What follows belongs to an exercise in optimizing a design on an open flow for small area, a short achievable clock period and few clock cycles per item; a production flow would make more cautious choices. At most, simulation tests tie the RTL to the original design; equivalence was not proved. Only the layout flow was run in runs 3 to 6; the RTL was not checked for function there.

===== design/flow/config.mk =====
export PLATFORM = sky130hd
export DESIGN_NAME = gcd
export DESIGN_NICKNAME = gcd
export VERILOG_FILES = /design/flow/design.v
export SDC_FILE = /design/flow/constraint.sdc
export NUM_CORES = 4
export LEC_CHECK = 0
export CAP_MARGIN = 20
export CORE_MARGIN = 2
export CORE_UTILIZATION = 40
export PLACE_DENSITY = 0.6
export SLEW_MARGIN = 20

===== design/flow/constraint.sdc =====
create_clock -name core_clock -period 6.0 [get_ports {clk_i}]
set_input_delay 1.2000 -clock core_clock [delete_from_list [all_inputs] [get_ports {clk_i}]]
set_output_delay 1.2000 -clock core_clock [all_outputs]
set_load 0.01 [all_outputs]

===== design/flow/design.v =====
module gcd (
    input  logic        clk_i,
    input  logic        rst_i,
    input  logic        start_i,
    input  logic [31:0] a_i,
    input  logic [31:0] b_i,
    output logic        busy_o,
    output logic        valid_o,
    output logic [31:0] result_o
);
    logic [31:0] a, a_nxt;
    logic [31:0] b, b_nxt;
    logic [5:0]  k, k_nxt;           
    logic [31:0] result, result_nxt;
    typedef enum logic [3:0] {
        IDLE       = 4'b0000,
        LOAD       = 4'b0001,
        CHK_ZERO   = 4'b0010,
        FACTOR2    = 4'b0011,
        STRIP_A    = 4'b0100,
        STRIP_B    = 4'b0101,
        CMP        = 4'b0110,
        SUB        = 4'b0111,
        DONE       = 4'b1000
    } state_t;
    state_t state, state_nxt;
    logic a_is_zero, b_is_zero;
    logic both_even, a_even, b_even;
    logic a_gt_b;
    logic b_will_be_zero;           
    assign a_is_zero = (a == 0);
    assign b_is_zero = (b == 0);
    assign both_even = (a[0] == 0) && (b[0] == 0);
    assign a_even    = (a[0] == 0);
    assign b_even    = (b[0] == 0);
    assign a_gt_b    = (a > b);
    logic load_inputs, inc_k, shift_a, shift_b, swap, set_res;
    always_comb begin
        state_nxt   = state;
        load_inputs = 1'b0;
        inc_k       = 1'b0;
        shift_a     = 1'b0;
        shift_b     = 1'b0;
        swap        = 1'b0;
        set_res     = 1'b0;
        a_nxt      = a;
        b_nxt      = b;
        k_nxt      = k;
        result_nxt = result;
        b_will_be_zero = 1'b0;
        case (state)
            IDLE: begin
                if (start_i) begin
                    load_inputs = 1'b1;           
                    state_nxt   = LOAD;
                end
            end
            LOAD: begin
                a_nxt = a_i;                      
                b_nxt = b_i;
                k_nxt = 6'd0;                     
                state_nxt = CHK_ZERO;
            end
            CHK_ZERO: begin
                if (a_is_zero && b_is_zero) begin
                    set_res     = 1'b1;
                    result_nxt  = 32'd0;
                    state_nxt   = DONE;
                end else if (a_is_zero) begin
                    set_res     = 1'b1;
                    result_nxt  = b;
                    state_nxt   = DONE;
                end else if (b_is_zero) begin
                    set_res     = 1'b1;
                    result_nxt  = a;
                    state_nxt   = DONE;
                end else begin
                    state_nxt = FACTOR2;
                end
            end
            FACTOR2: begin
                if (both_even) begin
                    shift_a = 1'b1;
                    shift_b = 1'b1;
                    inc_k   = 1'b1;
                    a_nxt = a >> 1;
                    b_nxt = b >> 1;
                    k_nxt = k + 1'b1;
                    state_nxt = FACTOR2;           
                end else begin
                    state_nxt = STRIP_A;
                end
            end
            STRIP_A: begin
                if (a_even) begin
                    shift_a = 1'b1;
                    a_nxt   = a >> 1;
                    state_nxt = STRIP_A;
                end else begin
                    state_nxt = STRIP_B;
                end
            end
            STRIP_B: begin
                if (b_even) begin
                    shift_b = 1'b1;
                    b_nxt   = b >> 1;
                    state_nxt = STRIP_B;
                end else begin
                    state_nxt = CMP;
                end
            end
            CMP: begin
                if (a_gt_b) begin
                    swap  = 1'b1;
                    a_nxt = b;
                    b_nxt = a;
                end
                state_nxt = SUB;
            end
            SUB: begin
                b_nxt = b - a;                      
                b_will_be_zero = (b_nxt == 0);
                if (b_will_be_zero) begin
                    set_res     = 1'b1;
                    result_nxt  = a << k;         
                    state_nxt   = DONE;
                end else begin
                    state_nxt = STRIP_B;
                end
            end
            DONE: begin
                state_nxt = IDLE;                  
            end
            default: state_nxt = IDLE;            
        endcase
    end
    always_ff @(posedge clk_i or posedge rst_i) begin
        if (rst_i) begin
            a      <= 32'd0;
            b      <= 32'd0;
            k      <= 6'd0;
            result <= 32'd0;
        end else begin
            a      <= a_nxt;
            b      <= b_nxt;
            k      <= k_nxt;
            result <= result_nxt;
        end
    end
    always_ff @(posedge clk_i or posedge rst_i) begin
        if (rst_i)
            state <= IDLE;
        else
            state <= state_nxt;
    end
    always_ff @(posedge clk_i or posedge rst_i) begin
        if (rst_i) begin
            busy_o   <= 1'b0;
            valid_o  <= 1'b0;
            result_o <= 32'd0;
        end else begin
            busy_o   <= (state != IDLE) && (state != DONE);
            valid_o  <= set_res;                
            result_o <= result_nxt;
        end
    end
endmodule

===== design/flow/run.sh =====
#!/bin/bash
# synth_recipe.tcl (not shown) runs the flow's synth.tcl, then flattens the netlist and writes it again
# the make line also repeats each setting of config.mk as NAME=value (left out here)
make -C /OpenROAD-flow-scripts/flow DESIGN_CONFIG=/design/flow/config.mk WORK_HOME=/design/flow/orfs CLKGATE_MAP_FILE= SYNTH_SCRIPT=/design/flow/synth_recipe.tcl finish

==> results of run 1 <==
kinds of logic (layout without fill, tap and decap cells):
kind of cell | Yosys count | after routing | share of synthesized area
DFF | 108 | 108 | 0.283
and+or+nand+nor | 343 | 343 | 0.159
buffers and inverters | 158 | 184 | 0.0749
muxes | 85 | 85 | 0.127
xor gates and xnor gates | 30 | 30 | 0.0283
AOI/OAI and AO/OA | 421 | 421 | 0.279
adders and majority gates | 36 | 36 | 0.0479
final cells by class:
| type | count | area share |
|---|---|---|
| repair buffers | 121 | 0.106 |
| clock inverters | 3 | 0.00424 |
| clock buffers | 13 | 0.0238 |
| multi-input cells | 915 | 0.565 |
| inverters | 47 | 0.0164 |
| well taps | 319 | 0.0365 |
| flip-flops and latches | 108 | 0.248 |
state kept, by name, summed over array words and instances, names as in the netlist:
signal and count:
b 32, a 32, valid_o 1, k 6, result 32, busy_o 1, state 4
metal layers:
layer	vias to the layer above	track usage	share of wire
met1	4471	0.402	0.47
met2	409	0.418	0.44
met4	0	0.100	0.029
met5	-	0	0
met3	54	0.0256	0.066
li1	4407	-	-
metrics by stage:
step                std cells  setup slack [ns]
global placement         1510              1.14
detailed placement       1510              1.14
global route             1526             0.787
CTS                      1526              1.11
floorplan                1181              1.83
finish                   1526              1.09
synth_stat cells (27+ instances only):
cell,count
o21ai_0,123
nor2_1,90
mux2_4,27
mux2i_1,27
a21oi_1,105
a22oi_1,33
clkbuf_1,89
a31oi_1,33
dfrtp_1,108
inv_1,47
ha_1,35
nand2_1,156
worst reg2reg max path: cells and delay by family (launching register included):
kind,cells,cell delay (ns)
AO/OA/AOI/OAI,5,1.59
AND/OR/NAND/NOR,4,1.30
adder cells (fa/ha/maj),2,0.56
flip-flops,1,0.46
multiplexers,1,0.46
XOR/XNOR,1,0.25
buffers and inverters,2,0.19
path summary, 6_finish.rpt:
path	endpoint	slack (ns)	depth (start not counted)
worst max-delay path	result[27]	1.09	15
worst min-delay path	result[1]	0.51	1
worst max register to register	result[27]	1.09	15
worst min register to register	result[1]	0.51	1
max in group asynchronous	b[18]	3.95	3
min in group asynchronous	valid_o	1.16	2
==> flow_results.org, run 1 <==
** Routing
- Dividing the detail-routed via count by the number of cells gives 6.12.
- Routed wire per std cell :: 22.2 um
- Number of nets with antenna violations after detailed routing :: 0
- Via count :: 9341
- After the first detailed-routing iteration, the DRC count stood at 977.
- Summed over all layers, the routed wires come to 33900 um.
- DRC Markers :: 0
- Number of optimization iterations in the first detailed-route pass :: 5

** Synth
- Counting flops with an async set or reset pin after synthesis yields a share of 1.00.
- The share of synthesized area in the top cell type comes to 0.283.
- FF+latch count, synth :: 108
- The netlist uses 75 different library cells.
- Number of instances in the synthesized netlist :: 1181
- Post-synthesis sequential area ratio :: 0.283
- When the netlist entered floorplanning its net count stood at 1284.
- The synthesized design contains 0 enable-type register cells.
- In the synthesized netlist the dominant register cell turns out to be dfrtp_1.
- Post-synth design cell area :: 9560 sq um
- In this run the mean area of a mapped cell was 8.09 sq um.
- Number of warnings printed during yosys synthesis :: 1
- Summed over all instances, the cell type with the most area after synthesis is dfrtp_1.
- Ranked by total cell area, the synthesized netlist is headed by dfrtp_1 28%, o21ai_0 6.4%, nand2_1 6.1%.

** Layout
- Fraction of final layout cells with drive strength greater than 1 :: 0.0961
- Once layout is complete, the utilization of the core stands at 0.465.
- Number of filler instances in the final layout :: 2346
- From synthesis to final layout, the design area changed by 14.3%.
- The number of antenna diodes in the final layout is 0.
- In the final layout, the multi-input gates occupy 6170 sq um.
- The library cell used most frequently in the layout, excluding fill and tap cells, is nand2_1.
- In the final layout, flip-flops and latches occupy 2700 sq um.
- Fin area :: 10900 sq um
- The library cells used most frequently in the layout, excluding fill and tap cells, are 156 x nand2_1, 123 x o21ai_0, 107 x dfrtp_1.
- Total Nets Final :: 1305

** Global route
- GRT Total Usage :: 0.274
- The number of antenna violations at the first check in global routing came to 0.
- Maximum number of pins on one net before global-route repair :: 65
- Via count of the first global-routing pass :: 8935
- The first global-routing pass estimated 52600 um of wire.
- Global routing finished with a remaining overflow of 0.

** Timing
- Period Utilization, post-route :: 0.819
- Hold timing on the final database bottoms out at a slack of 0.511 ns.
- Adding up every negative setup slack in the final design gives 0 ns.
- Count of final hold-check violations :: 0
- Measured slew at the worst slew-check pin :: 1.07 ns
- The worst path in the final design needs a cycle of 4.91 ns, including I/O delays and setup.
- Across the routed clock network, the largest skew measured is 0.00735 ns.
- Setup repair after global routing left no endpoint under its margin.
- Setup Viol. Count Final :: 0
- Max-slew violation count :: 0
- Maximum clock rate :: 0.204 GHz
- Slew headroom :: 0.290

** Worst hold path
- In this run the worst hold path is classified as flop to flop.
- The worst hold path begins at result[1].

** Worst setup path
- In this design, the critical path's most frequently occurring cell is inv_1.
- WP data arrival :: 5.17 ns
- In this run the worst setup path begins at b[0].
- The critical path goes through inv_1, ha_1, inv_1, fa_1, a211oi_1, o21ai_1, a21oi_1, xor2_1, o21ai_0, or4_1, nor4b_1, nand4_1, or4_4, o32a_2, mux2_4.
- Delay of the slowest cell on the worst path :: 0.57 ns
- Count of buffering cells on the critical path with inverters included :: 2
- The worst setup path is captured at a flop.
- Slowest stage cell, crit path :: o32a_2
- Along the worst path, the maximum fanout reaches 34.
- The worst setup path is launched from a flop.
- The worst register-to-register path begins at b[0].
- Grouping stages by cell kind, the critical path spends the most delay in compound AO/OA/AOI/OAI gates.
- CP required :: 6.25 ns
- The setup path with the least slack is of type flop to flop.

** Clock network
- Num CTS Buffers :: 9
- Total number of H-tree levels :: 3
- TritonCTS built the clock tree.
- Cts repair resizes :: 0
- Postcts setup bufs :: 0
- The tree is rooted in a clkbuf_16.
- Clock-pin slew was measured on the worst setup and hold paths at 0.08 ns.
- Hold_buf cts :: 0
- At the later pin of the worst-skew pair, clock insertion delay measures 0.37 ns.
- For this design, the sink count on the clock tree is 108.
- The clock passes through at most 2 buffers.

** Die
- Placement row count :: 56
- DIE AREA :: 25100 sq um
- The initial utilization of the core area, before any placement, comes to 0.407.
- In this run the standard cell core region covers 23500 sq um.
- 101 I/O pins were placed.
- Die outline height :: 159 um
- The floorplan step set the die width to 159 um.

** Placement
- Number of input and output port buffers inserted :: 100
- Detailed placement finished with a half-perimeter wire length of 25200 um.
- Placed instance area :: 10600 sq um
- Gpl congestion :: 0.969

** Run
- Across the run, the number of max-cap violations was 0.

** Outcome
- Status :: no timing/DRC/antenna violations
Testbench counts, summed over its fixed seeds: cycles 237,910, items 2,400.
==> run 2, diff against run 1 <==
==> design/flow/design.v (replaced) <==
module gcd #(
    parameter int M = 4
) (
    input  logic        clk_i,
    input  logic        rst_i,
    input  logic        start_i,
    input  logic [31:0] a_i,
    input  logic [31:0] b_i,
    output logic        busy_o,
    output logic        valid_o,
    output logic [31:0] result_o
);
    logic [31:0] a, b;
    logic [4:0]  k;
    logic        run;
    logic a_zero, k_zero;
    assign a_zero = (a == 32'd0);
    assign k_zero = (k == 5'd0);
    logic [32:0] t;
    logic        a_ge_b;
    logic [31:0] absd;
    assign t      = {1'b0, a} + {1'b0, ~b};
    assign a_ge_b = t[32];                  
    assign absd   = a_ge_b ? (t[31:0] + 32'd1) : ~t[31:0];
    logic [31:0] x;
    logic        both_even;
    assign both_even = ~a[0] & ~b[0];
    always_comb begin
        if (~a[0])      x = a;             
        else if (~b[0]) x = b;             
        else            x = absd;          
    end
    logic [31:0] xs;
    logic [M:0]  lowz;                     
    always_comb begin
        lowz[0] = 1'b1;
        for (int s = 1; s <= M; s++) lowz[s] = lowz[s-1] & ~x[s-1];
        xs = x >> 1;
        if (!both_even)
            for (int s = 2; s <= M; s++)
                if (lowz[s]) xs = x >> s;
    end
    always_ff @(posedge clk_i or posedge rst_i) begin
        if (rst_i) run <= 1'b0;
        else if (!run) run <= start_i;
        else if (a_zero && k_zero) run <= 1'b0;
    end
    always_ff @(posedge clk_i) begin
        if (!run) begin
            a <= a_i;
            b <= b_i;
            k <= 5'd0;
        end else if (a_zero) begin
            b <= b << 1;
            k <= k - 5'd1;
        end else begin
            a <= xs;
            if (both_even) begin
                b <= b >> 1;
                k <= k + 5'd1;
            end else if (a[0]) begin
                if (!b[0] || !a_ge_b) b <= a;    
            end
        end
    end
    assign busy_o   = run;
    assign valid_o  = run & a_zero & k_zero;
    assign result_o = b;
endmodule
==> flow_results.org, run 2 <==
** Clock network
- The total CTS buffers came to 9 (unchanged).
- Cts repair resizes :: 0 (unchanged)
- TritonCTS built the clock tree.
- The number of levels in the clock H-tree is 3 (unchanged).
- Cell at the root of the clock tree :: clkbuf_16
- The clock latency of the later-clocked register in the worst-skew pair came to 0.36 ns (about the same).
- Deepest clock path buffer count :: 2 (unchanged)
- Clock tree sinks :: 70 (-35%)
- The clock transition at the registers of the reported paths was 0.06 ns (-0.02 ns).
- Postcts setup bufs :: 0 (unchanged)
- Hold_buf cts :: 0 (unchanged)

** Worst setup path
- Among cell families on the critical path, the largest total delay comes from compound AO/OA/AOI/OAI gates.
- STA classifies the critical path endpoint as a flop.
- Delay of the slowest cell on the worst path :: 0.85 ns (+0.28 ns)
- R2r endpoint :: a[22]
- Count of buffering cells on the critical path with inverters included :: 0 (-2)
- Slowest stage cell, crit path :: a221oi_1
- Walking the worst path, the cells encountered are ha_1, a21oi_4, a21boi_2, nor4_4, a31oi_2, a2111oi_0, nor4bb_1, a41oi_1, xnor2_1, a221oi_1, o32a_1, nor2_1, a311o_1.
- CP required :: 6.11 ns (-0.14 ns)
- Crit path launch type :: flop
- The critical path is of the flop to flop type.
- R2r setup slk :: 0.60 ns (-0.49 ns)
- Worst reg2reg path depth :: 13 (-2)
- WP data arrival :: 5.51 ns (+0.34 ns)
- The worst register-to-register path begins at a[11].
- The top fanout value on the critical path came to 10 (-71%).

** Synth
- The synthesized area per cell is 8.01 sq um (-1.0%).
- Primary flip-flop cell chosen by synthesis mapping :: edfxtp_1
- The area of the mapped netlist was 8430 sq um (-12%).
- Number of warnings printed during yosys synthesis :: 1 (unchanged)
- Cells taking the most area after synthesis :: edfxtp_1 23%, ha_1 5.6%, mux2i_1 5.0%
- The synthesized net count came to 1160 (-9.7%).
- Yosys instantiated no cell more often than nand2_1.
- Post-synthesis sequential area ratio :: 0.243 (-0.0401)
- Cell type contributing the most total cell area after synthesis :: edfxtp_1
- Number of instances in the synthesized netlist :: 1053 (-11%)
- Asr flop ratio synth :: 0.0143 (-0.986)
- The number of enable-type register cells in the synthesized netlist came to 64 (+64).
- The count of different cell masters after synthesis came to 95 (+27%).
- The flip-flop and latch count after synthesis is 70 (-35%).
- Ranking of synthesized cells by instance count :: 108 x nand2_1, 94 x nor2_1, 79 x o21ai_0, 75 x a21oi_1, 64 x edfxtp_1
- Proportion of netlist area held by the largest area contributor :: 0.228 (-0.0550)

** Die
- The die footprint is 22300 sq um (-11%).
- Die outline height :: 149 um (-5.9%)
- Placement row count :: 53 (-5.4%)
- Io pins :: 101 (unchanged)
- The effective utilization at floorplan came to 0.404 (-0.00332).
- Area of the core region :: 20900 sq um (-11%)
- The width of the die is 149 um (-5.9%).

** Placement
- Number of input and output port buffers inserted :: 100 (unchanged)
- The minimum setup slack after placement is 0.812 ns (-0.332 ns).
- The routability congestion estimate was 0.945 (-2.4%).
- The post-DP HPWL was 22800 um (-9.3%).

** Run
- Maximum Capacitance Violations :: 0 (unchanged)

** Worst hold path
- The path with the worst hold slack has its endpoint at k[3].
- In this run the worst hold path is classified as flop to flop.
- Min-Delay Path Depth :: 2 (+1)
- Hold path startpoint :: k[3]

** Layout
- The footprint of the flip-flops and latches came to 2050 sq um (-24%).
- The largest registers in the layout are a (32), b (32), k (5).
- Number of filler instances in the final layout :: 2094 (-11%)
- The net count reported at finish is 1227 (-6.0%).
- The area occupied by multi-input gates is 5940 sq um (-3.7%).
- P&R area growth vs syn :: 18.5%
- Most common library cell in the layout ignoring fill and taps :: nand2_1
- Fraction of final layout cells with drive strength greater than 1 :: 0.102 (+0.00612)
- Leaving out fill and tap cells, the most frequent cells in the layout are 108 x nand2_1, 100 x clkdlybuf4s50_1, 93 x nor2_1.
- Diode count :: 0 (unchanged)

** Timing
- The normalized max-slew margin was 0.277 (-0.0126).
- Max-slew violation count :: 0 (unchanged)
- Count of final hold-check violations :: 0 (unchanged)
- Maximum clock rate :: 0.185 GHz (-9.1%)
- The final setup violation count is 0 (unchanged).
- The time the worst path needs with I/O delays and setup came to 5.40 ns (+0.491 ns).
- The measured slew at the worst slew-check pin came to 1.08 ns (+0.0177 ns).
- The setup total negative slack came to 0 ns (unchanged).
- The final worst slack is 0.597 ns (-0.491 ns).
- The ratio of final minimum period to clock period came to 0.900 (+0.0818).
- Setup repair after global routing left no endpoint under its margin.
- Final setup skew :: 0.00949 ns (+0.00214 ns)

** Routing
- Number of nets with antenna violations after detailed routing :: 0 (unchanged)
- The average wire per standard cell came to 22.0 um (-0.67%).
- Routed via count divided by cell count :: 6.37 (+4.1%)
- Drt initial violations :: 1026 (+5.0%)
- The count of TritonRoute iterations in the first routing pass came to 7 (+2).
- DRC Markers :: 0 (unchanged)
- The number of vias in the routed layout was 8919 (-4.5%).
- DRT Wirelength :: 30800 um (-8.9%)

** Outcome
- The flow ran to the end and the layout has no timing, DRC or antenna violations.

** Global route
- The largest net degree at the start of global routing is 75 (+15%).
- The total grt overflow was 0 (unchanged).
- The number of antenna violations at the first check in global routing is 0 (unchanged).
- Wire length of the first global-routing pass :: 47900 um (-8.9%)
- GRT Total Usage :: 0.277 (+0.00290)
- Via count of the first global-routing pass :: 8350 (-6.5%)
-- run 2: cell count changes after synthesis, moves of 27 or more --
cell      change
nand2_1      -48
a21oi_1      -30
dfrtp_1     -107
edfxtp_1     +64
o21ai_0      -44
a22oi_1      -28
clkbuf_1     -44
mux2_4       -27
-- run 2: worst max-delay path by stage --
stage | cells past startpoint | slack, ns | from | to
after global routing | 13 | 0.34 | a[11] | a[22]
final | 13 | 0.60 | a[11] | a[22]
after detailed placement | 13 | 0.81 | a[11] | a[22]
after CTS | 13 | 0.72 | a[11] | a[22]
after floorplan | 19 | 1.15 | b[0] | a[6]
after global placement | 13 | 0.85 | a[11] | a[22]
-- run 2: final cells by class --
class / count / share of cell area
Multi-Input combinational cell: 869 / 0.594
Sequential cell: 70 / 0.205
Timing Repair Buffer: 120 / 0.115
Tap cell: 275 / 0.0344
Clock buffer: 10 / 0.0229
Inverter: 50 / 0.0188
Clock inverter: 6 / 0.00951
-- run 2: stage by stage --
step / std cells / instance area [sq um] / hold slack [ns] / utilization
after floorplan: 1053 / 8430 / 0.444 / -
after global placement: 1384 / 9670 / 0.465 / 0.463
after detailed placement: 1384 / 9670 / 0.464 / 0.463
after CTS: 1400 / 9990 / 0.477 / 0.478
after global routing: 1400 / 10000 / 0.501 / 0.479
final: 1400 / 10000 / 0.480 / 0.479
-- run 2: metal layers --
metal / global-route usage / wire length (um) / up-vias
met5: 0 / 0 / -
met4: 0.0852 / 652 / 0
met3: 0.0391 / 2780 / 45
met2: 0.431 / 13800 / 465
met1: 0.396 / 13600 / 4243
li1: - / - / 4166
-- run 2: kinds of logic after synthesis --
family,Yosys count,share of synthesized area
adders and majority gates,40,0.0611
muxes,76,0.0952
buffers and inverters,114,0.0553
DFF,70,0.243
and+or+nand+nor,369,0.217
AOI/OAI and AO/OA,347,0.290
xor gates and xnor gates,37,0.0384
-- run 2: worst reg2reg max path, stage by stage, from the launching register on --
cell and delay [ns]:
edfxtp_1 0.52, ha_1 0.56, a21oi_4 0.27, a21boi_2 0.11, nor4_4 0.43, a31oi_2 0.35, a2111oi_0 0.50, nor4bb_1 0.48
a41oi_1 0.21, xnor2_1 0.17, a221oi_1 0.85, o32a_1 0.31, nor2_1 0.04, a311o_1 0.35
Testbench counts of run 2, summed over its fixed seeds: cycles 59,861, items 2,400.
==> run 3, diff against run 2 <==
==> design/flow/design.v (replaced) <==
module gcd (
    input  logic        clk_i,
    input  logic        rst_i,
    input  logic        start_i,
    input  logic [31:0] a_i,
    input  logic [31:0] b_i,
    output logic        busy_o,
    output logic        valid_o,
    output logic [31:0] result_o
);
    logic [31:0] a, b;
    logic [4:0]  k;
    logic        run;
    logic a_zero, k_zero;
    assign a_zero = ~|a;
    assign k_zero = ~|k;
    localparam int W = 31;
    logic [W-1:0] a1, b1, hp, hg, gg, pp, d;
    logic         cout;
    assign a1 = a[31:1];
    assign b1 = b[31:1];
    assign hg = a1 & ~b1;
    assign hp = ~(a1 ^ b1);             
    always_comb begin
        gg = hg;
        pp = hp;
        for (int l = 0; l < 5; l++)
            for (int i = 0; i < W; i++)
                if ((i >> l) & 1) begin
                    gg[i] = gg[i] | (pp[i] & gg[((i >> l) << l) - 1]);
                    pp[i] = pp[i] & pp[((i >> l) << l) - 1];
                end
    end
    assign cout = gg[W-1];              
    always_comb begin
        d[0] = ~hp[0];
        for (int i = 1; i < W; i++)
            d[i] = hp[i] ^ ~cout ^ (gg[i-1] | (cout & pp[i-1]));
    end
    logic both_odd, swap;
    assign both_odd = a[0] & b[0];
    assign swap     = a[0] & ~b[0];
    logic [31:0] y;
    logic [3:0]  ylow;                  
    always_comb begin
        if (both_odd) begin
            y    = {1'b0, d};
            ylow = a1[3:0] ^ b1[3:0];   
        end else if (swap) begin
            y    = b >> 1;
            ylow = b[4:1];
        end else begin
            y    = a >> 1;
            ylow = a[4:1];
        end
    end
    logic [1:0] s;
    always_comb begin
        if (~a[0] & ~b[0]) s = 2'd0;    
        else if (ylow[0])  s = 2'd0;
        else if (ylow[1])  s = 2'd1;
        else if (ylow[2])  s = 2'd2;
        else               s = 2'd3;
    end
    logic [31:0] ys;
    always_comb begin
        case (s)
            2'd0: ys = y;
            2'd1: ys = y >> 1;
            2'd2: ys = y >> 2;
            default: ys = y >> 3;
        endcase
    end
    always_ff @(posedge clk_i or posedge rst_i) begin
        if (rst_i) run <= 1'b0;
        else if (!run) run <= start_i;
        else if (a_zero && k_zero) run <= 1'b0;
    end
    always_ff @(posedge clk_i) begin
        if (!run) begin
            a <= a_i;
            b <= b_i;
            k <= 5'd0;
        end else if (a_zero) begin
            a <= ys;
            b <= b << 1;
            k <= k - 5'd1;
        end else begin
            a <= ys;
            if (~a[0] & ~b[0]) begin
                b <= b >> 1;
                k <= k + 5'd1;
            end else if (swap || (both_odd && !cout)) begin
                b <= a;
            end
        end
    end
    assign busy_o   = run;
    assign valid_o  = run & a_zero & k_zero;
    assign result_o = b;
endmodule
--- a/design/flow/config.mk
+++ b/design/flow/config.mk
@@ -9,4 +9,5 @@
 export CORE_MARGIN = 2
 export CORE_UTILIZATION = 40
 export PLACE_DENSITY = 0.6
+export SETUP_SLACK_MARGIN = 3.0
 export SLEW_MARGIN = 20
==> flow_results.org, run 3 <==
** Outcome
- Status :: no timing/DRC/antenna violations

** Worst setup path
- Crit Path Category :: flop to flop
- Most common cell on crit path :: a221o_1
- Startpoint of the worst-slack reg-to-reg timing path :: a[30]
- For this design, the slowest cell found on the critical path is dfxtp_1.
- WP data arrival :: 3.78 ns (-1.73 ns)
- The worst setup path is captured at a flop.
- Launching instance or port of the critical path :: a[30]
- Delay of the slowest cell on the worst path :: 0.49 ns (-0.36 ns)
- Crit path launch type :: flop
- CP required :: 6.24 ns (+0.13 ns)
- Count of buffering cells on the critical path with inverters included :: 1 (+1)
- Cell family with most CP delay :: compound AO/OA/AOI/OAI gates
- Walking the worst path, the cells encountered are ha_4, a21o_1, a221o_1, or2_4, nor4_4, nor2_4, buf_12, o2111a_1, a221o_1, a21o_1, a221o_1, a32o_1.
- Crit path max fanout :: 5 (-5)

** Placement
- Number of input and output port buffers inserted :: 100 (unchanged)
- Post-Place Setup Slack :: 1.84 ns (+1.03 ns)
- The routability congestion estimate came to 0.949 (+0.35%).
- Hpwl dp :: 20400 um (-11%)

** Routing
- Routed via count divided by cell count :: 6.35 (-0.30%)
- Routed wire per std cell :: 23.9 um (+8.3%)
- M1 WL :: 14000 um (+3.2%)
- Number of nets with antenna violations after detailed routing :: 0 (unchanged)
- Number of optimization iterations in the first detailed-route pass :: 5 (-2)
- The met3 wire length is 3810 um (+37%).
- Highest signal layer in the routed design :: met4
- DRC Markers :: 0 (unchanged)
- Drt initial violations :: 1113 (+8.5%)
- DRT Wirelength :: 32300 um (+4.7%)
- The sum of met2 wire segment lengths after detailed routing was 13400 um (-2.9%).
- The number of vias in the routed layout was 8594 (-3.6%).

** Timing
- Final worst slack :: 2.46 ns (+1.87 ns)
- Max-slew violation count :: 0 (unchanged)
- Setup repair after global routing could not meet its margin everywhere.
- The normalized max-slew margin came to 0.327 (+0.0502).
- Count of final hold-check violations :: 0 (unchanged)
- Period Utilization, post-route :: 0.589 (-0.311)
- The final setup violation count was 0 (unchanged).
- The setup total negative slack was 0 ns (unchanged).
- The final worst hold slack came to 0.537 ns (+0.0566 ns).
- The measured slew at the worst slew-check pin came to 1.01 ns (-0.0742 ns).
- Final setup skew :: 0.0102 ns (+0.000682 ns)
- The maximum achievable frequency was 0.283 GHz (+53%).
- Final period demand of the worst path :: 3.54 ns (-1.87 ns)

** Layout
- Relative to the synthesized area, the layout overhead comes to 54.7%.
- Total Nets Final :: 1225 (-0.16%)
- The library cell used most frequently in the layout, excluding fill and tap cells, is buf_4.
- Most used cells in the layout excluding fill and tap cells :: 108 x buf_4, 103 x nand2_1, 99 x clkdlybuf4s50_1
- The share of final-layout standard cells stronger than drive strength 1 was 0.334 (+0.232).
- The number of inserted diodes is 0 (unchanged).
- Biggest regs :: a (32), b (32), k (5)

** Die
- Starting utilization of the core area :: 0.411 (+0.00715)
- The number of rows created at floorplan is 48 (-9.4%).
- The number of I/O pins was 101 (unchanged).
- DIE AREA :: 19000 sq um (-15%)
- The placeable core region is 17400 sq um (-17%).
- The width of the die came to 138 um (-7.7%).
- Die outline height :: 138 um (-7.7%)

** Synth
- Cells taking the most area after synthesis :: edfxtp_1 13%, dfxtp_1 10%, o21ai_0 6.3%
- The synthesized-area fraction occupied by ao, oa, aoi and oai cells is 0.311 (+0.0204).
- Post-synthesis sequential area ratio :: 0.241 (-0.00144)
- nand2_1 is the most common cell in the netlist.
- Ranking of synthesized cells by instance count :: 104 x nand2_1, 90 x o21ai_0, 73 x nor2_1, 68 x a21oi_1, 45 x clkbuf_1
- The synthesized area per cell was 7.69 sq um (-4.0%).
- The share of synthesized flip-flops with an asynchronous set or reset came to 0.0143 (unchanged).
- Post-synth design cell area :: 7160 sq um (-15%)
- Fraction of the mapped netlist area in simple logic gates :: 0.188 (-0.0288)
- FF+latch count, synth :: 70 (unchanged)
- The number of warnings reported in the yosys synthesis log was 1 (unchanged).
- Yosys cell types :: 77 (-19%)
- Synthesized-area fraction occupied by adder cells :: 0.0622 (+0.00112)
- Mux contribution to synthesized area :: 0.110 (+0.0144)
- The synthesized net count was 1033 (-11%).
- Combinational family with the most area after synthesis :: compound AO/OA/AOI/OAI gates
- Proportion of netlist area held by the largest area contributor :: 0.134 (-0.0936)
- Number of synthesized flops with an enable pin :: 32 (-50%)
- The parity-gate share of the synthesized area counting xor and xnor cells is 0.0318 (-0.00660).
- The post-synthesis cell count is 931 (-12%).
- Primary flip-flop cell chosen by synthesis mapping :: dfxtp_1
- Cell type contributing the most total cell area after synthesis :: edfxtp_1

** Clock network
- The clock sink count is 70 (unchanged).
- Cell at the root of the clock tree :: clkbuf_16
- The buffer depth of the longest clock path was 2 (unchanged).
- Num CTS Buffers :: 9 (unchanged)
- Clock latency on the worst-skew pair :: 0.36 ns (about the same)
- The number of levels in the clock H-tree was 3 (unchanged).
- The hold buffer count at CTS was 0 (unchanged).
- TritonCTS built the clock tree.
- Clock-pin slew of the registers on the worst-case setup and hold paths :: 0.06 ns (about the same)

** Global route
- GRT Total Usage :: 0.325 (+0.0485)
- The number of global-route vias before repair came to 7701 (-7.8%).
- The first-pass GRT wire length was 46000 um (-3.9%).
- The largest net degree at the start of global routing came to 78 (+4.0%).
- Overflow left after global routing :: 0 (unchanged)
- Initial antenna violation count :: 0 (unchanged)

** Worst hold path
- Hold path startpoint :: k[1]
- HP Class :: flop to flop

** Run
- Maximum Capacitance Violations :: 0 (unchanged)
## run 3: layout make-up
cell class	instances	area [sq um]
inverter	43	164
tap	225	282
sequential	70	1750
clock inverter	6	43.8
multi-input combinational	760	6260
clock buffer	10	250
fill	1499	6350
timing repair buffer	239	2320
## run 3: timing repair
action                                  4_1_cts  5_1_grt
buffers inserted                             59       61
resized for setup                           138      120
endpoints found under the setup margin       67       66
pin swaps                                    68       77
gates cloned                                  4        0
## run 3: final timing paths
| check | to | slack (ns) | depth (start not counted) |
|---|---|---|---|
| min in group asynchronous | run | 0.98 | 2 |
| max in group asynchronous | run | 4.92 | 2 |
| min | k[1] | 0.54 | 2 |
| max reg2reg | a[21] | 2.46 | 12 |
| max | a[21] | 2.46 | 12 |
| min reg2reg | k[1] | 0.54 | 2 |
## run 3: metrics by stage
stage | std cells | util | area (sq um)
finish | 1353 | 0.636 | 11100
global route | 1353 | 0.636 | 11100
CTS | 1292 | 0.573 | 9990
detailed placement | 1213 | 0.489 | 8510
global placement | 1213 | 0.489 | 8510
floorplan | 931 | - | 7350
## run 3: worst reg2reg max path, cell delays in order (launching register included)
cell and delay [ns]:
dfxtp_1 0.49, ha_4 0.28, a21o_1 0.18, a221o_1 0.36
or2_4 0.26, nor4_4 0.40, nor2_4 0.12, buf_12 0.15
o2111a_1 0.22, a221o_1 0.28, a21o_1 0.18, a221o_1 0.30
a32o_1 0.21
## run 3: cell families (layout without fill, tap and decap cells)
| kind of cell | Yosys count | after routing |
|---|---|---|
| AOI/OAI and AO/OA | 338 | 338 |
| adders and majority gates | 35 | 35 |
| DFF | 70 | 70 |
| buffers and inverters | 101 | 298 |
| and+or+nand+nor | 287 | 287 |
| xor gates and xnor gates | 26 | 26 |
| muxes | 74 | 74 |
## run 3: per-layer routing
metal	track usage	vias up
li1	-	3910
met1	0.473	4077
met2	0.447	533
met3	0.106	74
met4	0.111	0
met5	0	-
==> run 4, diff against run 3 <==
--- a/design/flow/config.mk
+++ b/design/flow/config.mk
@@ -9,5 +9,5 @@
 export CORE_MARGIN = 2
 export CORE_UTILIZATION = 40
 export PLACE_DENSITY = 0.6
-export SETUP_SLACK_MARGIN = 3.0
+export SETUP_SLACK_MARGIN = 3.8
 export SLEW_MARGIN = 20
==> flow_results.org, run 4 <==
** Timing
- The final count of pins violating max slew is 0 (unchanged).
- The time the worst path needs with I/O delays and setup was 3.57 ns (+0.0327 ns).
- The setup total negative slack was 0 ns (unchanged).
- Final setup skew :: 0.00694 ns (-0.00323 ns)
- The normalized max-slew margin was 0.228 (-0.0993).
- Count of final hold-check violations :: 0 (unchanged)
- The final worst hold slack was 0.547 ns (+0.00999 ns).
- The measured slew at the worst slew-check pin is 1.15 ns (+0.145 ns).
- The maximum achievable frequency was 0.280 GHz (-0.92%).
- The ratio of final minimum period to clock period is 0.595 (+0.00545).
- Setup Viol. Count Final :: 0 (unchanged)
- The final worst slack was 2.43 ns (-0.0327 ns).
- RSZ-0062 raised after global routing :: yes

** Worst hold path
- HP Class :: flop to flop
- The worst hold path depth was 2 (unchanged).
- In this run the most critical hold path is launched from k[1].
- The worst hold path terminates at k[1].

** Routing
- The routed wire length was 36900 um (+14%).
- Routed wire per std cell :: 25.9 um (+8.7%)
- Number of nets with antenna violations after detailed routing :: 0 (unchanged)
- The number of vias per cell after detailed routing is 6.65 (+4.7%).
- Via count :: 9461 (+10%)
- Number of optimization iterations in the first detailed-route pass :: 8 (+3)
- The DRC marker count from the first detailed-route iteration came to 1415 (+27%).
- DRC Markers :: 0 (unchanged)

** Clock network
- The clock sink count is 70 (unchanged).
- Total number of H-tree levels :: 3 (unchanged)
- Clock-pin slew of the registers on the worst-case setup and hold paths :: 0.06 ns (about the same)
- CTS placed an instance of clkbuf_16 at the clock tree root.
- Hold_buf cts :: 0 (unchanged)
- Deepest clock path buffer count :: 2 (unchanged)
- The total CTS buffers is 9 (unchanged).
- Clock latency on the worst-skew pair :: 0.35 ns (about the same)
- TritonCTS built the clock tree.

** Die
- The vertical extent of the die came to 138 um (unchanged).
- Io pins :: 101 (unchanged)
- Area of the core region :: 17400 sq um (unchanged)
- DIE AREA :: 19000 sq um (unchanged)
- The effective utilization at floorplan came to 0.411 (unchanged).
- Chip Width :: 138 um (unchanged)
- The number of rows created at floorplan came to 48 (unchanged).

** Synth
- The share of synthesized flip-flops with an asynchronous set or reset is 0.0143 (unchanged).
- Post-synthesis sequential area ratio :: 0.241 (unchanged)
- Cell type contributing the most total cell area after synthesis :: edfxtp_1
- The count of different cell masters after synthesis came to 77 (unchanged).
- Post-synth design cell area :: 7160 sq um (unchanged)
- By area the synthesized netlist is led by edfxtp_1 13%, dfxtp_1 10%, o21ai_0 6.3%.
- FF+latch count, synth :: 70 (unchanged)
- Counting instances in the post-synthesis netlist gives the leading cell types as 104 x nand2_1, 90 x o21ai_0, 73 x nor2_1, 68 x a21oi_1, 45 x clkbuf_1.
- The post-synthesis cell count is 931 (unchanged).
- Net count after synthesis :: 1033 (unchanged)
- The synthesized area per cell is 7.69 sq um (unchanged).
- Most frequently used cell type in the post-synthesis netlist :: nand2_1
- The number of enable-type register cells in the synthesized netlist is 32 (unchanged).
- The number of warnings reported in the yosys synthesis log came to 1 (unchanged).
- Primary flip-flop cell chosen by synthesis mapping :: dfxtp_1
- The fraction of post-synthesis cell area in the top cell type by area was 0.134 (unchanged).

** Global route
- Maximum number of pins on one net before global-route repair :: 40 (-49%)
- GRT Total Usage :: 0.374 (+0.0488)
- The number of antenna violations at the first check in global routing was 0 (unchanged).
- Via count of the first global-routing pass :: 8507 (+10%)
- The total grt overflow came to 0 (unchanged).
- Wire length of the first global-routing pass :: 52100 um (+13%)

** Layout
- The number of inserted diodes came to 0 (unchanged).
- The finished layout cell area was 12000 sq um (+8.2%).
- P&R area growth vs syn :: 67.4%
- Leaving out fill and tap cells, the most frequent cell in the layout is buf_4.
- In the final layout, the registers with the most flip-flops are a (32), b (32), k (5).
- The share of final-layout standard cells stronger than drive strength 1 is 0.405 (+0.0706).
- The net count reported at finish is 1295 (+5.7%).
- Number of filler instances in the final layout :: 1321 (-12%)
- The top cell types in the final layout, fill and taps aside, are 118 x buf_4, 101 x nand2_1, 93 x buf_6.

** Run
- The max-cap violation count came to 0 (unchanged).

** Worst setup path
- Cell family with most CP delay :: compound AO/OA/AOI/OAI gates
- Delay of the slowest cell on the worst path :: 0.45 ns (-0.04 ns)
- Kind of end point of the critical path :: flop
- WP data arrival :: 3.81 ns (+0.03 ns)
- The worst path required time came to 6.24 ns (about the same).
- Most common cell on crit path :: a221o_1
- Worst reg2reg path depth :: 13 (+1)
- Walking the worst path, the cells encountered are inv_2, ha_4, a21o_1, a221o_1, or2_4, nor4_4, nor2_4, buf_12, o2111a_1, a221o_1, a21o_1, a221o_1, a32o_1.
- On the critical path, the stage with the largest delay is an instance of edfxtp_1.
- The number of buffer and inverter stages on the critical path was 2 (+1).
- R2r endpoint :: a[21]
- STA classifies the critical path startpoint as a flop.
- R2r setup slk :: 2.43 ns (-0.03 ns)
- The critical path in this run is classified as flop to flop.
- Startpoint of the worst-slack reg-to-reg timing path :: b[30]
- The top fanout value on the critical path came to 5 (unchanged).

** Placement
- Number of input and output port buffers inserted :: 100 (unchanged)
- The routability congestion estimate is 0.930 (-1.9%).
- Hpwl dp :: 20700 um (+1.8%)
- The minimum setup slack after placement came to 1.94 ns (+0.101 ns).
- Placed instance area :: 8570 sq um (+0.69%)

** Outcome
- Status :: no timing/DRC/antenna violations
run 4: final cells by class:
cell class,count,area [sq um],area share
inverter,43,164,0.0137
tap,225,282,0.0235
timing repair buffer,309,3270,0.273
multi-input combinational,760,6220,0.519
clock inverter,5,31.3,0.00261
sequential,70,1750,0.146
clock buffer,11,264,0.0220
run 4: worst max path at each step:
stage          startpoint     to  slack (ns)  cells after the start
5_1_grt              a[6]  a[21]        2.34                     13
4_1_cts             b[30]  a[21]        2.55                     13
3_3_place_gp        b[14]  a[21]        1.91                     13
3_5_place_dp        b[13]  a[15]        1.94                     12
2_1_floorplan       b[30]   b[0]        2.62                     10
6_report            b[30]  a[21]        2.43                     13
run 4: cells by family (layout without fill, tap and decap cells):
group | count (synthesis) | count (layout) | share of synthesized area
AOI/OAI and AO/OA | 338 | 338 | 0.311
and+or+nand+nor | 287 | 287 | 0.188
buffers and inverters | 101 | 368 | 0.0563
muxes | 74 | 74 | 0.110
DFF | 70 | 70 | 0.241
adders and majority gates | 35 | 35 | 0.0622
xor gates and xnor gates | 26 | 26 | 0.0318
run 4: through the flow:
stage	cells	utilization
after floorplan	931	-
after global placement	1216	0.492
after detailed placement	1216	0.492
after global routing	1423	0.688
final	1423	0.688
after CTS	1386	0.643
run 4: timing repair:
item	in CTS	in global routing
cloned	11	1
setup endpoints to repair	133	132
resized for setup	374	110
setup buffers	143	36
pin swaps	65	43
run 4: per-layer routing:
metal | vias to the layer above | wire, um | GRT usage
met3 | 164 | 5340 | 0.113
met1 | 4425 | 14200 | 0.516
li1 | 4047 | - | -
met2 | 825 | 15400 | 0.532
met4 | 0 | 1970 | 0.172
met5 | - | 0 | 0
run 4: tightest hold or removal path, stage by stage (launching register included):
cell and delay, ns:
dfxtp_1 0.34, nor2_1 0.11, a211oi_1 0.05
==> run 5, diff against run 4 <==
==> design/flow/design.v (replaced) <==
module gcd (
    input  logic        clk_i,
    input  logic        rst_i,
    input  logic        start_i,
    input  logic [31:0] a_i,
    input  logic [31:0] b_i,
    output logic        busy_o,
    output logic        valid_o,
    output logic [31:0] result_o
);
    logic [31:0] a, b;
    logic [4:0]  k;
    logic        run;
    logic both_odd, both_even, swap;
    assign both_odd  = a[0] & b[0];
    assign both_even = ~a[0] & ~b[0];
    assign swap      = a[0] & ~b[0];
    localparam int W = 31;
    logic [W-1:0] x1, x2, hp, hg, gg, pp, d;
    logic         cout;
    assign x1 = a[31:1] & {W{~swap}};
    assign x2 = b[31:1] & {W{a[0]}};
    assign hg = x1 & ~x2;
    assign hp = ~(x1 ^ x2);             
    always_comb begin
        gg = hg;
        pp = hp;
        for (int l = 0; l < 5; l++)
            for (int i = 0; i < W; i++)
                if ((i >> l) & 1) begin
                    gg[i] = gg[i] | (pp[i] & gg[((i >> l) << l) - 1]);
                    pp[i] = pp[i] & pp[((i >> l) << l) - 1];
                end
    end
    assign cout = gg[W-1];              
    always_comb begin
        d[0] = ~hp[0];
        for (int i = 1; i < W; i++)
            d[i] = hp[i] ^ ~cout ^ (gg[i-1] | (cout & pp[i-1]));
    end
    logic eq, a_zero, k_zero, fin;
    assign eq     = both_odd & (&hp);
    assign a_zero = ~|a;
    assign k_zero = ~|k;
    assign fin    = a_zero | eq;
    logic [3:0] dlow;
    assign dlow = ~hp[3:0];
    logic [1:0] s;
    always_comb begin
        if (both_even)    s = 2'd0;
        else if (dlow[0]) s = 2'd0;
        else if (dlow[1]) s = 2'd1;
        else if (dlow[2]) s = 2'd2;
        else              s = 2'd3;
    end
    logic [31:0] ds;
    always_comb begin
        case (s)
            2'd0: ds = {1'b0, d};
            2'd1: ds = {2'b0, d[W-1:1]};
            2'd2: ds = {3'b0, d[W-1:2]};
            default: ds = {4'b0, d[W-1:3]};
        endcase
    end
    always_ff @(posedge clk_i or posedge rst_i) begin
        if (rst_i) run <= 1'b0;
        else if (!run) run <= start_i;
        else if (fin && k_zero) run <= 1'b0;
    end
    always_ff @(posedge clk_i) begin
        if (!run) begin
            a <= a_i;
            b <= b_i;
            k <= 5'd0;
        end else begin
            a <= ds;
            if (fin) begin
                b <= b << 1;
                k <= k - 5'd1;
            end else if (both_even) begin
                b <= b >> 1;
                k <= k + 5'd1;
            end else if (swap || (both_odd && !cout)) begin
                b <= a;
            end
        end
    end
    assign busy_o   = run;
    assign valid_o  = run & fin & k_zero;
    assign result_o = b;
endmodule
--- a/design/flow/config.mk
+++ b/design/flow/config.mk
@@ -9,5 +9,5 @@
 export CORE_MARGIN = 2
 export CORE_UTILIZATION = 40
 export PLACE_DENSITY = 0.6
-export SETUP_SLACK_MARGIN = 3.8
+export SETUP_SLACK_MARGIN = 3.5
 export SLEW_MARGIN = 20
==> flow_results.org, run 5 <==
** Outcome
- The run finished with no timing, DRC or antenna violations.

** Synth
- The share of synthesized flip-flops with an asynchronous set or reset came to 0.0143 (unchanged).
- Net count after synthesis :: 996 (-3.6%)
- The synthesized design spends more area on one cell type than any other, namely edfxtp_1.
- The count of different cell masters after synthesis was 74 (-3.9%).
- Post-synthesis area per instance :: 7.54 sq um (-1.9%)
- The area of the mapped netlist came to 6750 sq um (-5.8%).
- By area the synthesized netlist is led by edfxtp_1 14%, dfxtp_1 11%, nand2_1 7.0%.
- Number of warnings printed during yosys synthesis :: 1 (unchanged)
- FF+latch count, synth :: 70 (unchanged)
- In the synthesized netlist the dominant register cell turns out to be dfxtp_1.
- Number of instances in the synthesized netlist :: 894 (-4.0%)
- The sequential fraction of the synthesis area was 0.256 (+0.0147).
- Number of synthesized flops with an enable pin :: 32 (unchanged)
- Among all cell types in the netlist, the one instantiated most often is nand2_1.
- Ranking of synthesized cells by instance count :: 125 x nand2_1, 74 x a21oi_1, 60 x o21ai_0, 49 x clkbuf_1, 45 x nand3_1
- Proportion of netlist area held by the largest area contributor :: 0.142 (+0.00819)

** Timing
- The final worst slack was 1.90 ns (-0.529 ns).
- Maximum clock rate :: 0.244 GHz (-13%)
- Final period demand of the worst path :: 4.10 ns (+0.529 ns)
- The setup clock skew after layout came to 0.00987 ns (+0.00293 ns).
- Count of final hold-check violations :: 0 (unchanged)
- The setup total negative slack was 0 ns (unchanged).
- RSZ-0062 raised after global routing :: yes
- Slew headroom :: 0.234 (+0.00658)
- The ratio of final minimum period to clock period is 0.683 (+0.0882).
- Measured slew at the worst slew-check pin :: 1.14 ns (-0.00984 ns)
- The final worst hold slack came to 0.533 ns (-0.0137 ns).
- Max-slew violation count :: 0 (unchanged)
- Setup Viol. Count Final :: 0 (unchanged)

** Global route
- Overflow left after global routing :: 0 (unchanged)
- GRT Total Usage :: 0.313 (-0.0611)
- The largest net degree at the start of global routing is 66 (+65%).
- Wire length of the first global-routing pass :: 43500 um (-17%)
- The number of global-route vias before repair came to 7584 (-11%).
- Initial antenna violation count :: 0 (unchanged)

** Worst setup path
- The data arrival time of the worst path was 2.90 ns (-0.91 ns).
- The worst-case register-to-register setup slack was 2.00 ns (-0.43 ns).
- The critical path is of the flop to output pin type.
- On the critical path, the stage with the largest delay is an instance of edfxtp_1.
- Cell-by-cell trace of the critical path :: nand2b_4, and2_4, ha_4, nand4_1, or2_4, nor3_4, a41oi_4, nor4_4, buf_2
- Startpoint of the worst-slack reg-to-reg timing path :: b[0]
- In this run the critical register-to-register path is captured at k[4].
- Crit path max fanout :: 8 (+3)
- Delay of the slowest cell on the worst path :: 0.53 ns (+0.08 ns)
- Crit path launch type :: flop
- Kind of end point of the critical path :: output pin
- Worst reg2reg path depth :: 16 (+3)
- The worst path required time came to 4.80 ns (-1.44 ns).

** Run
- The max-cap violation count was 0 (unchanged).

** Worst hold path
- The worst hold path depth is 2 (unchanged).
- The min-delay analysis places its worst path in the category flop to flop.
- Hold path startpoint :: k[3]
- Sink of the worst hold path :: k[3]

** Layout
- The top cell types in the final layout, fill and taps aside, are 120 x nand2_1, 113 x buf_4, 66 x clkdlybuf4s50_1.
- The library cell used most frequently in the layout, excluding fill and tap cells, is nand2_1.
- Biggest regs :: a (32), b (32), k (5)
- The net count reported at finish was 1206 (-6.9%).
- The share of final-layout standard cells stronger than drive strength 1 was 0.321 (-0.0838).
- Relative to the synthesized area, the layout overhead comes to 62.1%.
- The number of inserted diodes was 0 (unchanged).

** Die
- The number of I/O pins is 101 (unchanged).
- Chip Width :: 134 um (-2.8%)
- Placement row count :: 47 (-2.1%)
- DIE AREA :: 17900 sq um (-5.6%)
- The vertical extent of the die is 134 um (-2.8%).
- Starting utilization of the core area :: 0.408 (-0.00273)
- Area of the core region :: 16500 sq um (-5.1%)

** Placement
- The post-DP HPWL came to 18000 um (-13%).
- The minimum setup slack after placement is 1.30 ns (-0.641 ns).
- The count of port buffers added during placement is 100 (unchanged).
- The routability congestion estimate is 0.923 (-0.80%).

** Routing
- The routed wire length was 31000 um (-16%).
- The average wire per standard cell is 23.3 um (-10%).
- DRC Markers :: 0 (unchanged)
- The count of TritonRoute iterations in the first routing pass was 8 (unchanged).
- Number of nets with antenna violations after detailed routing :: 0 (unchanged)
- The number of vias per cell after detailed routing is 6.41 (-3.7%).
- The number of vias in the routed layout was 8513 (-10%).
- The DRC marker count from the first detailed-route iteration is 1025 (-28%).

** Clock network
- The clock sink count was 70 (unchanged).
- The clock latency of the later-clocked register in the worst-skew pair is 0.36 ns (about the same).
- Total number of H-tree levels :: 3 (unchanged)
- Num CTS Buffers :: 9 (unchanged)
- Deepest clock path buffer count :: 2 (unchanged)
- The clock transition at the registers of the reported paths came to 0.06 ns (about the same).
- TritonCTS built the clock tree.
- The hold buffer count at CTS was 0 (unchanged).
- The tree is rooted in a clkbuf_16.
## run 5: cell types whose count changed in the layout (fill, tap and decap cells not counted), sizes merged, moves of 13 or more
cell	before	now
o21ai	96	62
mux2	32	3
nor2	74	40
o22ai	12	25
and2	3	34
nand3	17	45
nand2	105	125
buf	237	162
mux2i	42	15
o211ai	7	32
dlygate4sd2	1	32
## run 5: worst max-delay path: cells and delay by family, from the launching register on
kind	cells	cell delay (ns)
buffers and inverters	1	0.18
and+or+nand+nor	6	1.38
adders and majority gates	1	0.27
AOI/OAI and AO/OA	1	0.17
DFF	1	0.53
## run 5: final cells by class
| class | count | area (sq um) |
|---|---|---|
| timing repair buffer | 265 | 2660 |
| fill | 1328 | 5590 |
| clock inverter | 7 | 72.6 |
| tap | 220 | 275 |
| inverter | 39 | 146 |
| sequential | 70 | 1730 |
| multi-input combinational | 719 | 5830 |
| clock buffer | 9 | 225 |
## run 5: worst max-delay path by stage
| stage | from | endpoint | slack (ns) |
|---|---|---|---|
| after floorplan | b[0] | b[0] | 1.84 |
| after CTS | b[0] | valid_o | 2.00 |
| after global routing | b[0] | valid_o | 1.85 |
| after detailed placement | a[0] | valid_o | 1.30 |
| after global placement | a[0] | valid_o | 1.38 |
| final | b[0] | valid_o | 1.90 |
## run 5: timing repair
action,4_1_cts,5_1_grt
resized for setup,167,122
pin swaps,40,73
endpoints found under the hold margin,0,0
setup endpoints to repair,135,104
gates cloned,9,2
buffers inserted,83,59
## run 5: per-stage QoR
step / instance area (sq um) / util / std cells
after detailed placement: 7990 / 0.483 / 1160
after floorplan: 6950 / - / 894
after global placement: 7990 / 0.483 / 1160
after CTS: 9780 / 0.592 / 1268
final: 10900 / 0.662 / 1329
after global routing: 10900 / 0.662 / 1329
## run 5: layer usage
metal,up-vias,track usage,part of all wire
li1,3770,-,-
met1,4040,0.387,0.38
met2,549,0.519,0.47
met3,154,0.0571,0.087
met4,0,0.167,0.069
met5,-,0,0
## run 5: logic make-up after synthesis
logic type / Yosys count / synth area share
AOI/OAI and AO/OA: 332 / 0.333
and+or+nand+nor: 301 / 0.211
buffers and inverters: 108 / 0.0657
DFF: 70 / 0.256
adders and majority gates: 35 / 0.0660
xor gates and xnor gates: 30 / 0.0412
muxes: 18 / 0.0273
==> run 6, diff against run 5 <==
==> design/flow/flow/run.sh (new file) <==
#!/bin/bash
# Standard layout, with the smallest buffer on each port.
export BUFFER_PORTS_ARGS="-buffer_cell sky130_fd_sc_hd__buf_1"
bash standard.sh > standard.log 2>&1
==> design/flow/standard.sh (new file) <==
#!/bin/bash
# synth_recipe.tcl (not shown) runs the flow's synth.tcl, then flattens the netlist and writes it again
# the make line also repeats each setting of config.mk as NAME=value (left out here)
make -C /OpenROAD-flow-scripts/flow DESIGN_CONFIG=/design/flow/config.mk WORK_HOME=/design/flow/orfs CLKGATE_MAP_FILE= SYNTH_SCRIPT=/design/flow/synth_recipe.tcl "${@:-finish}"
removed: design/flow/run.sh
==> flow_results.org, run 6 <==
** Worst setup path
- The top fanout value on the critical path was 9 (+1).
- Grouping stages by cell kind, the critical path spends the most delay in simple AND/OR/NAND/NOR gates.
- The worst setup path is launched from a flop.
- The number of buffer and inverter stages on the critical path is 3 (+2).
- The setup path with the least slack is of type flop to output pin.
- Cell-by-cell trace of the critical path :: buf_6, nand2b_4, and2_1, ha_4, nand3_2, nor3_4, a41oi_4, buf_12, nor4_4, buf_2
- The worst setup path is captured at an output pin.
- The worst path required time is 4.80 ns (about the same).
- Delay of the slowest cell on the worst path :: 0.50 ns (-0.03 ns)
- WP data arrival :: 2.93 ns (+0.03 ns)
- Slowest stage cell, crit path :: edfxtp_1

** Global route
- Via count of the first global-routing pass :: 7780 (+2.6%)
- The largest net degree at the start of global routing came to 61 (-7.6%).
- The total grt overflow came to 0 (unchanged).
- Initial antenna violation count :: 0 (unchanged)
- The first-pass GRT wire length was 42800 um (-1.6%).
- GRT Total Usage :: 0.305 (-0.00850)

** Routing
- The average wire per standard cell was 21.6 um (-7.2%).
- The count of TritonRoute iterations in the first routing pass came to 5 (-3).
- The number of vias in the routed layout is 8128 (-4.5%).
- Drt initial violations :: 821 (-20%)
- M1 WL :: 11300 um (-3.7%)
- DRT Wirelength :: 27500 um (-11%)
- Highest signal layer in the routed design :: met4
- Number of nets with antenna violations after detailed routing :: 0 (unchanged)
- Total met2 wirelength after detailed routing :: 12300 um (-15%)
- The met3 wire length is 2280 um (-16%).
- DRC Markers :: 0 (unchanged)
- The number of vias per cell after detailed routing is 6.39 (-0.24%).

** Layout
- Footprint of the multi-input gates :: 5410 sq um (-7.2%)
- Diode count :: 0 (unchanged)
- P&R area growth vs syn :: 40.0%
- The finished layout cell area was 9440 sq um (-14%).
- Number of filler instances in the final layout :: 1473 (+11%)
- Final Util :: 0.571 (-0.0902)
- Most common library cell in the layout ignoring fill and taps :: nand2_1
- Fraction of final layout cells with drive strength greater than 1 :: 0.227 (-0.0938)
- FF/Latch Area :: 1730 sq um (unchanged)
- The net count reported at finish is 1149 (-4.7%).
- Biggest regs :: a (32), b (32), k (5)
- The top cell types in the final layout, fill and taps aside, are 121 x nand2_1, 99 x buf_1, 70 x buf_4.

** Synth
- FF+latch count, synth :: 70 (unchanged)
- The number of warnings reported in the yosys synthesis log is 1 (unchanged).
- The area of the mapped netlist is 6750 sq um (unchanged).
- In the post-synthesis netlist, the cell with the most instances is nand2_1.
- The synthesized area per cell was 7.54 sq um (unchanged).
- The post-synthesis cell count was 894 (unchanged).
- Asr flop ratio synth :: 0.0143 (unchanged)
- The most used flip-flop cell after synthesis is dfxtp_1.
- Of all cell types, the one taking the most synthesized area is edfxtp_1.
- Post-synthesis sequential area ratio :: 0.256 (unchanged)
- Ranked by total cell area, the synthesized netlist is headed by edfxtp_1 14%, dfxtp_1 11%, nand2_1 7.0%.
- Proportion of netlist area held by the largest area contributor :: 0.142 (unchanged)
- Net count after synthesis :: 996 (unchanged)
- Ranked by instance count, the synthesized netlist is headed by 125 x nand2_1, 74 x a21oi_1, 60 x o21ai_0, 49 x clkbuf_1, 45 x nand3_1.
- Number of synthesized flops with an enable pin :: 32 (unchanged)
- Yosys cell types :: 74 (unchanged)

** Die
- The vertical extent of the die was 134 um (unchanged).
- The die footprint was 17900 sq um (unchanged).
- Io pins :: 101 (unchanged)
- The width of the die is 134 um (unchanged).
- The number of rows created at floorplan came to 47 (unchanged).
- Starting utilization of the core area :: 0.408 (unchanged)
- The placeable core region is 16500 sq um (unchanged).

** Timing
- Max-slew violation count :: 0 (unchanged)
- The normalized max-slew margin is 0.364 (+0.130).
- Final setup skew :: 0.0129 ns (+0.00300 ns)
- Final worst slack :: 1.87 ns (-0.0315 ns)
- The total count of hold-check failures in the final report came to 0 (unchanged).
- The ratio of final minimum period to clock period was 0.688 (+0.00525).
- Setup Viol. Count Final :: 0 (unchanged)
- The time the worst path needs with I/O delays and setup is 4.13 ns (+0.0315 ns).
- The maximum achievable frequency came to 0.242 GHz (-0.76%).
- Measured slew at the worst slew-check pin :: 0.951 ns (-0.193 ns)
- RSZ-0062 raised after global routing :: yes
- The setup total negative slack is 0 ns (unchanged).

** Clock network
- Deepest clock path buffer count :: 2 (unchanged)
- The hold buffer count at CTS was 0 (unchanged).
- The total CTS buffers was 9 (unchanged).
- The clock transition at the registers of the reported paths is 0.06 ns (about the same).
- The clock sink count was 70 (unchanged).
- Clock latency on the worst-skew pair :: 0.36 ns (about the same)
- TritonCTS built the clock tree.
- Cell at the root of the clock tree :: clkbuf_16
- The number of levels in the clock H-tree was 3 (unchanged).

** Placement
- The standard cell area after detailed placement was 7360 sq um (-7.9%).
- The routability congestion estimate was 0.918 (-0.56%).
- Post-Place Setup Slack :: 1.37 ns (+0.0697 ns)
- Hpwl dp :: 17000 um (-5.4%)
- The count of port buffers added during placement was 100 (unchanged).

** Worst hold path
- HP Class :: flop to flop

** Run
- Maximum Capacitance Violations :: 0 (unchanged)

** Outcome
- The run finished with no timing, DRC or antenna violations.
## run 6: worst register-to-register path: cells and delay by family, from the launching register on
kind | cells | cell delay (ns)
fa+ha+maj | 1 | 0.22
compound gates | 6 | 1.39
xor+xnor | 1 | 0.16
flops | 1 | 0.50
buf+inv | 5 | 0.64
simple gates | 3 | 0.63
mux | 1 | 0.34
## run 6: final cells by class
class,count,share of cell area
clock buffer,12,0.0261
timing repair buffer,207,0.164
tap,220,0.0292
clock inverter,4,0.00755
sequential,70,0.183
inverter,39,0.0168
multi-input combinational,720,0.573
## run 6: kinds of logic (layout without fill, tap and decap cells)
| logic type | count (synthesis) | count (layout) | synth area share |
|---|---|---|---|
| xor+xnor | 30 | 30 | 0.0412 |
| flops | 70 | 70 | 0.256 |
| fa+ha+maj | 35 | 35 | 0.0660 |
| buf+inv | 108 | 262 | 0.0657 |
| compound gates | 332 | 332 | 0.333 |
| simple gates | 301 | 305 | 0.211 |
| mux | 18 | 18 | 0.0273 |
## run 6: worst paths after layout
check / start / end / slack, ns / cells past startpoint
setup / recovery: b[0] / valid_o / 1.87 / 10
hold / removal: k[3] / k[3] / 0.55 / 2
hold reg to reg: k[3] / k[3] / 0.55 / 2
max in group asynchronous: rst_i / run / 5.26 / 2
setup reg to reg: b[0] / a[28] / 1.96 / 17
min in group asynchronous: rst_i / run / 0.64 / 2
## run 6: stage by stage
stage	std cells	hold slack, ns
2_1_floorplan	894	0.481
3_3_place_gp	1159	0.517
3_5_place_dp	1159	0.518
4_1_cts	1263	0.550
5_1_grt	1272	0.581
6_report	1272	0.554
## run 6: routing by layer
| layer | vias to the layer above | GRT usage |
|---|---|---|
| met5 | - | 0 |
| met4 | 0 | 0.184 |
| met3 | 113 | 0.0676 |
| met2 | 466 | 0.469 |
| met1 | 3891 | 0.390 |
| li1 | 3658 | - |
## run 6: timing repair
action,4_1_cts,5_1_grt
pin swaps,53,17
cloned,13,0
endpoints found under the setup margin,103,103
resized for setup,158,33
setup buffers,75,9

separate check: timing with driven ports:
How much do the figures lean on ideal ports? The routed layouts below were timed once more, with nothing changed but the port constraints.
Step 1 assumes that a clkbuf_16 drives the clock port and a buf_2 every other input.
Step 2 also shifts input and output timing later by t, the mid clock arrival at the registers, as if the neighbouring blocks saw the same clock.
a / b / c = ideal ports / drivers / drivers and shift; a / b = the first two.
run	shift t [ns]	slack for setup (ns)	worst hold slack (ns)
run 1	0.411	1.088 / 1.088 / 1.088	0.511 / 0.511 / 0.511
run 2	0.406	0.597 / 0.597 / 0.597	0.480 / 0.480 / 0.480
run 3	0.396	2.465 / 2.465 / 2.465	0.537 / 0.537 / 0.537
run 4	0.394	2.432 / 2.432 / 2.432	0.547 / 0.547 / 0.547
run 5	0.408	1.903 / 1.852 / 2.000	0.533 / 0.533 / 0.533
run 6	0.396	1.871 / 1.826 / 1.962	0.554 / 0.554 / 0.554
After both steps every run listed still meets setup and hold.
